From an optimization exercise on the open Yosys and OpenROAD flow, aimed at small area, a short achievable clock period and few clock cycles per item; shortcuts taken in it are not production practice.
RTL that was checked went through simulation tests only; none was proved equivalent to the original.

Design FPU, start of the top module:
module FPU(
input [31:0] Data1,
input [31:0] Data2,
input Clock,
input Reset,
input In_Data_Valid,
input Op,
output reg [31:0] Data_Out,
output reg Out_Data_Valid
);
Size: roughly 3000 cells after synthesis, ~340 flip-flops, ~100 I/O pins, about 0.031 sq mm of cells after synthesis.
export LEC_CHECK = 0
export CAP_MARGIN = 20
export CORE_MARGIN = 2
export CORE_UTILIZATION = 62
export CTS_CLUSTER_DIAMETER = 120
export CTS_CLUSTER_SIZE = 28
export PLACE_DENSITY = 0.7
export SLEW_MARGIN = 20
export SYNTH_HIERARCHICAL = 1
export SYNTH_MINIMUM_KEEP_SIZE = 0
export TNS_END_PERCENT = 5
create_clock -name core_clock -period 15.0 [get_ports {Clock}]
standard.sh (not shown) runs the stock make flow with config.mk's settings and CLKGATE_MAP_FILE= SYNTH_SCRIPT=/design/flow/synth_recipe.tcl, a recipe that flattens the netlist after the stock synthesis.
==> flow/flow/run.sh <==
#!/bin/bash
set -euo pipefail
bash standard.sh SETUP_SLACK_MARGIN=10.9 'BUFFER_PORTS_ARGS=-buffer_cell sky130_fd_sc_hd__buf_1' finish > standard.log 2>&1
Then changed:
==> flow/flow/run.sh (replaced) <==
#!/bin/bash
set -euo pipefail
bash standard.sh SETUP_SLACK_MARGIN=11.0 'BUFFER_PORTS_ARGS=-buffer_cell sky130_fd_sc_hd__buf_1' finish > standard.log 2>&1
After rerunning:
- The changed run finished with timing, DRC and antenna clean
- critical path depth is lower by 1
- setup slack gets better by 0.11 ns
- non-clock buffer count is higher by 12
- register-to-register slack gets better by 0.11 ns
Function was not checked in any run of this note: the RTL went through the layout flow alone.

========
before:
FPU, a different RTL version from the one above (not shown whole).
Size in the first run: about 100 I/O pins, ~31,000 sq um of cells after synthesis.
clock: 15.0 ns
lec_check: 0
cap_margin: 20
core_margin: 2
core_utilization: 62
cts_cluster_diameter: 120
cts_cluster_size: 28
place_density: 0.7
slew_margin: 20
synth_hierarchical: 1
synth_minimum_keep_size: 0
tns_end_percent: 20
==> flow/flow/run.sh <==
#!/bin/bash
set -euo pipefail
bash standard.sh SETUP_SLACK_MARGIN=11.0 'BUFFER_PORTS_ARGS=-buffer_cell sky130_fd_sc_hd__buf_1' finish > standard.log 2>&1
before completed; timing, DRC and antenna clean
## Diff of input files: after against before
Settings: TNS_END_PERCENT changed from 20 to 5; PLACE_DENSITY changed from 0.7 to 0.65; CORE_UTILIZATION changed from 62 to 55.
==> flow/flow/run.sh <==
#!/bin/bash
set -euo pipefail
bash standard.sh SETUP_SLACK_MARGIN=10.9 'BUFFER_PORTS_ARGS=-buffer_cell sky130_fd_sc_hd__buf_1' finish > standard.log 2>&1
--- outcome ---
before → after: wire length shows a reduction of 6.6%, worst hold slack shows no meaningful change. Finished layout cell area came out lower on after than on before. | number of buffers outside the clock class in the layout | higher: before |. On diode insertion count for antenna repair, the higher figure sits with before, not after. Global placer's final weighted congestion: after lower than before. Wire length on met2 in after vs before: down about 3.4%. Multi-input combinational cell count of after is on par with before. after — worst setup slack 96 ps lower, before as reference.
No functional check of the RTL was part of any run of this note.

========
Another version of the RTL of FPU (not shown whole).
For scale: about 100 I/O pins, ~32000 sq um of cells after synthesis.
make LEC_CHECK=0 ABC_AREA=1 CAP_MARGIN=20 CORE_MARGIN=2 CORE_UTILIZATION=40 PLACE_DENSITY=0.6 SLEW_MARGIN=20 finish   # period 15.0 ns
run.sh (not shown) runs the stock make flow with config.mk's settings and CLKGATE_MAP_FILE= SYNTH_SCRIPT=/design/flow/synth_recipe.tcl, a recipe that flattens the netlist after the stock synthesis.
Stock flow here: none of the scripts above is used.
Change:
ABC_AREA = not set   (was 1)
ABC_CLOCK_PERIOD_IN_PS = 4000   (was not set)
Synthesized area is lower by 1.7%.
Maximum frequency drops by 9.6%.
Global-route usage fell by 1.4 points.
Function was not checked in any run of this note: the RTL went through the layout flow alone.

========
north:
FPU, a different RTL version from the one above (not shown whole).
For scale: roughly 3000 cells after synthesis, ~100 I/O pins.
Design FPU, start of the top module:
module FPU(
input [31:0] Data1,
input [31:0] Data2,
input Clock,
input Reset,
input In_Data_Valid,
input Op,
output reg [31:0] Data_Out,
output reg Out_Data_Valid
);
==> flow/config.mk <==
export PLATFORM = sky130hd
export DESIGN_NAME = FPU
export DESIGN_NICKNAME = FPU
export VERILOG_FILES = /design/flow/design.v
export SDC_FILE = /design/flow/constraint.sdc
export NUM_CORES = 8
export LEC_CHECK = 0
export CAP_MARGIN = 20
export CORE_MARGIN = 2
export CORE_UTILIZATION = 62
export CTS_CLUSTER_DIAMETER = 120
export CTS_CLUSTER_SIZE = 28
export PLACE_DENSITY = 0.7
export SLEW_MARGIN = 20
export SYNTH_HIERARCHICAL = 1
export SYNTH_MINIMUM_KEEP_SIZE = 0
export TNS_END_PERCENT = 5
==> flow/constraint.sdc <==
create_clock -name core_clock -period 15.0 [get_ports {Clock}]
set_input_delay 3.0000 -clock core_clock [delete_from_list [all_inputs] [get_ports {Clock}]]
set_output_delay 3.0000 -clock core_clock [all_outputs]
set_load 0.01 [all_outputs]
standard.sh (not shown) runs the stock make flow with config.mk's settings and CLKGATE_MAP_FILE= SYNTH_SCRIPT=/design/flow/synth_recipe.tcl, a recipe that flattens the netlist after the stock synthesis.
==> flow/flow/run.sh <==
#!/bin/bash
set -euo pipefail
bash standard.sh SETUP_SLACK_MARGIN=10.95 'BUFFER_PORTS_ARGS=-buffer_cell sky130_fd_sc_hd__buf_1' finish > standard.log 2>&1
Testbench counts of north, summed over its fixed seeds: cycles 14,231, items 8,000.
Here is what was changed in the inputs of south compared with north.
# north
export LEC_CHECK = 0
export CAP_MARGIN = 20
export CORE_MARGIN = 2
export CORE_UTILIZATION = 62
export CTS_CLUSTER_DIAMETER = 120
export CTS_CLUSTER_SIZE = 28
export PLACE_DENSITY = 0.7
export SLEW_MARGIN = 20
export SYNTH_HIERARCHICAL = 1
export SYNTH_MINIMUM_KEEP_SIZE = 0
export TNS_END_PERCENT = 5
create_clock -name core_clock -period 15.0 [get_ports {Clock}]
# south
export LEC_CHECK = 0
export CAP_MARGIN = 20
export CORE_MARGIN = 2
export CORE_UTILIZATION = 62
export CTS_CLUSTER_DIAMETER = 120
export CTS_CLUSTER_SIZE = 28
export PLACE_DENSITY = 0.75
export SLEW_MARGIN = 20
export SYNTH_HIERARCHICAL = 1
export SYNTH_MINIMUM_KEEP_SIZE = 0
export TNS_END_PERCENT = 5
create_clock -name core_clock -period 15.0 [get_ports {Clock}]
==> flow/flow/run.sh <==
#!/bin/bash
set -euo pipefail
bash standard.sh SETUP_SLACK_MARGIN=10.9 'BUFFER_PORTS_ARGS=-buffer_cell sky130_fd_sc_hd__buf_1' finish > standard.log 2>&1
==> run summary <==
- south reached the final stage; the timing, DRC and antenna checks on its layout passed.
- Looking at post-route worst hold slack, south sits 0.011 ns lower than north does.
- Total via count after detailed routing, north and south: higher on south
- When south is set beside north, its number of vias per cell turns out to be 0.98% larger.
The inputs of east differ from those of south as listed below.
# south
export LEC_CHECK = 0
export CAP_MARGIN = 20
export CORE_MARGIN = 2
export CORE_UTILIZATION = 62
export CTS_CLUSTER_DIAMETER = 120
export CTS_CLUSTER_SIZE = 28
export PLACE_DENSITY = 0.75
export SLEW_MARGIN = 20
export SYNTH_HIERARCHICAL = 1
export SYNTH_MINIMUM_KEEP_SIZE = 0
export TNS_END_PERCENT = 5
create_clock -name core_clock -period 15.0 [get_ports {Clock}]
# east
export LEC_CHECK = 0
export CAP_MARGIN = 20
export CORE_MARGIN = 2
export CORE_UTILIZATION = 55
export CTS_CLUSTER_DIAMETER = 120
export CTS_CLUSTER_SIZE = 28
export PLACE_DENSITY = 0.65
export SLEW_MARGIN = 20
export SYNTH_HIERARCHICAL = 1
export SYNTH_MINIMUM_KEEP_SIZE = 0
export TNS_END_PERCENT = 5
create_clock -name core_clock -period 15.0 [get_ports {Clock}]
Findings:
Going from south to east, setup slack increased 0.041 ns; post-detailed-routing wire length went up by 1.6%; placer's final routability congestion estimate lower; time the final worst path needs with I/O delays and setup down 0.041 ns.
diff inputs: east => west
# east
export LEC_CHECK = 0
export CAP_MARGIN = 20
export CORE_MARGIN = 2
export CORE_UTILIZATION = 55
export CTS_CLUSTER_DIAMETER = 120
export CTS_CLUSTER_SIZE = 28
export PLACE_DENSITY = 0.65
export SLEW_MARGIN = 20
export SYNTH_HIERARCHICAL = 1
export SYNTH_MINIMUM_KEEP_SIZE = 0
export TNS_END_PERCENT = 5
create_clock -name core_clock -period 15.0 [get_ports {Clock}]
# west
export LEC_CHECK = 0
export CAP_MARGIN = 20
export CORE_MARGIN = 2
export CORE_UTILIZATION = 62
export CTS_CLUSTER_DIAMETER = 120
export CTS_CLUSTER_SIZE = 28
export PLACE_DENSITY = 0.7
export SLEW_MARGIN = 20
export SYNTH_HIERARCHICAL = 1
export SYNTH_MINIMUM_KEEP_SIZE = 0
export TNS_END_PERCENT = 5
create_clock -name core_clock -period 15.0 [get_ports {Clock}]
==> flow/flow/run.sh <==
#!/bin/bash
set -euo pipefail
bash standard.sh SETUP_SLACK_MARGIN=10.8 'BUFFER_PORTS_ARGS=-buffer_cell sky130_fd_sc_hd__buf_1' finish > standard.log 2>&1
### Flow results
Setup slack at placement ends up lower on east.
Taking east as the reference, in west worst clock skew on the final layout dropped 0.010 ns; register-to-register path setup slack has decreased; sequential share of layout area +0.19 points; final critical path time including I/O delays and setup went up 0.077 ns; smallest setup slack after layout fell 0.077 ns.
ab0[23]$_DFF_P_ as the launching element of the worst setup path was reported by east, and b0[23]$_DFF_P_ by west.
Relative to east, the final cell area reported for west is lower.
Transition at the pin with the smallest max-transition slack for west: 0.14 ns down relative to east
Input-level comparison between middle and west:
# west
export LEC_CHECK = 0
export CAP_MARGIN = 20
export CORE_MARGIN = 2
export CORE_UTILIZATION = 62
export CTS_CLUSTER_DIAMETER = 120
export CTS_CLUSTER_SIZE = 28
export PLACE_DENSITY = 0.7
export SLEW_MARGIN = 20
export SYNTH_HIERARCHICAL = 1
export SYNTH_MINIMUM_KEEP_SIZE = 0
export TNS_END_PERCENT = 5
create_clock -name core_clock -period 15.0 [get_ports {Clock}]
# middle
export LEC_CHECK = 0
export CAP_MARGIN = 20
export CORE_MARGIN = 2
export CORE_UTILIZATION = 55
export CTS_CLUSTER_DIAMETER = 120
export CTS_CLUSTER_SIZE = 28
export PLACE_DENSITY = 0.65
export SLEW_MARGIN = 20
export SYNTH_HIERARCHICAL = 1
export SYNTH_MINIMUM_KEEP_SIZE = 0
export TNS_END_PERCENT = 5
create_clock -name core_clock -period 15.0 [get_ports {Clock}]
==> flow/flow/run.sh <==
#!/bin/bash
set -euo pipefail
bash standard.sh SETUP_SLACK_MARGIN=10.9 REMOVE_ABC_BUFFERS=1 'BUFFER_PORTS_ARGS=-buffer_cell sky130_fd_sc_hd__buf_1' finish > standard.log 2>&1
==> comparison <==
More vias were needed by middle than by west.
Between middle and west, it is middle whose number of antenna cells inserted is higher, by 1.
Compared with west, middle shows detailed-routing wirelength on met1 higher by 12%.
On middle: final critical-path share of the clock period is 0.45 points lower than what west gave.
When middle is set beside west, its placed standard-cell area turns out to be 130 um^2 larger.
Re finished layout cell area: middle is 1.3% up on west.
First-iteration DRC count | middle below west
Least setup slack across all paths after layout was lower in west than in middle.

## separate check: timing with driven ports
The flow's constraints put no driver on any port. The routed layouts listed below were extracted and timed again, unchanged, in two steps. Step 1: set_driving_cell puts a clkbuf_16 on Clock and a buf_2 on each other input, an assumption about the parent block. Step 2 moves the port delays by t, midway between the first and last clock arrival at a register: inputs arrive t later, outputs are due t later. That takes back most of the time a late clock gives input paths. a / b / c = ideal ports / drivers / drivers and shift; a / b = the first two.
run | shift t [ns] | slack for setup (ns) | hold slack, ns | worst setup path at the end | clock arrival spread, ns
the first run of note 1 | 0.614 | 10.827 / 10.827 / 10.640 | 0.338 / 0.338 / 0.338 | input to register | 0.029 / 0.028
the second run of note 1 | 0.611 | 10.938 / 10.889 / 10.595 | 0.337 / 0.337 / 0.337 | input to register | 0.051 / 0.051
before | 0.599 | 10.866 / 10.860 / 10.540 | 0.327 / 0.327 / 0.327 | input to register | 0.034 / 0.034
after | 0.615 | 10.770 / 10.770 / 10.643 | 0.327 / 0.327 / 0.327 | input to register | 0.022 / 0.022
the first run of note 3 | 0.556 | 5.665 / 5.665 / 5.665 | 0.404 / 0.404 / 0.404 | register to register | 0.029 / 0.029
the second run of note 3 | 0.569 | 4.676 / 4.676 / 4.676 | 0.444 / 0.444 / 0.444 | register to register | 0.040 / 0.040
north | 0.597 | 10.877 / 10.877 / 10.551 | 0.332 / 0.332 / 0.332 | input to register | 0.026 / 0.026
south | 0.608 | 10.768 / 10.768 / 10.585 | 0.321 / 0.321 / 0.321 | input to register | 0.040 / 0.040
east | 0.601 | 10.809 / 10.809 / 10.532 | 0.328 / 0.328 / 0.328 | input to register | 0.033 / 0.032
west | 0.603 | 10.732 / 10.732 / 10.488 | 0.333 / 0.333 / 0.333 | input to register | 0.028 / 0.027
middle | 0.620 | 10.799 / 10.799 / 10.475 | 0.331 / 0.331 / 0.331 | input to register | 0.024 / 0.024
After both steps setup and hold are still met in every run listed. For the second run of note 1, which loses most, drivers alone change the setup slack by -0.049 ns; drivers and shift together by -0.343 ns.
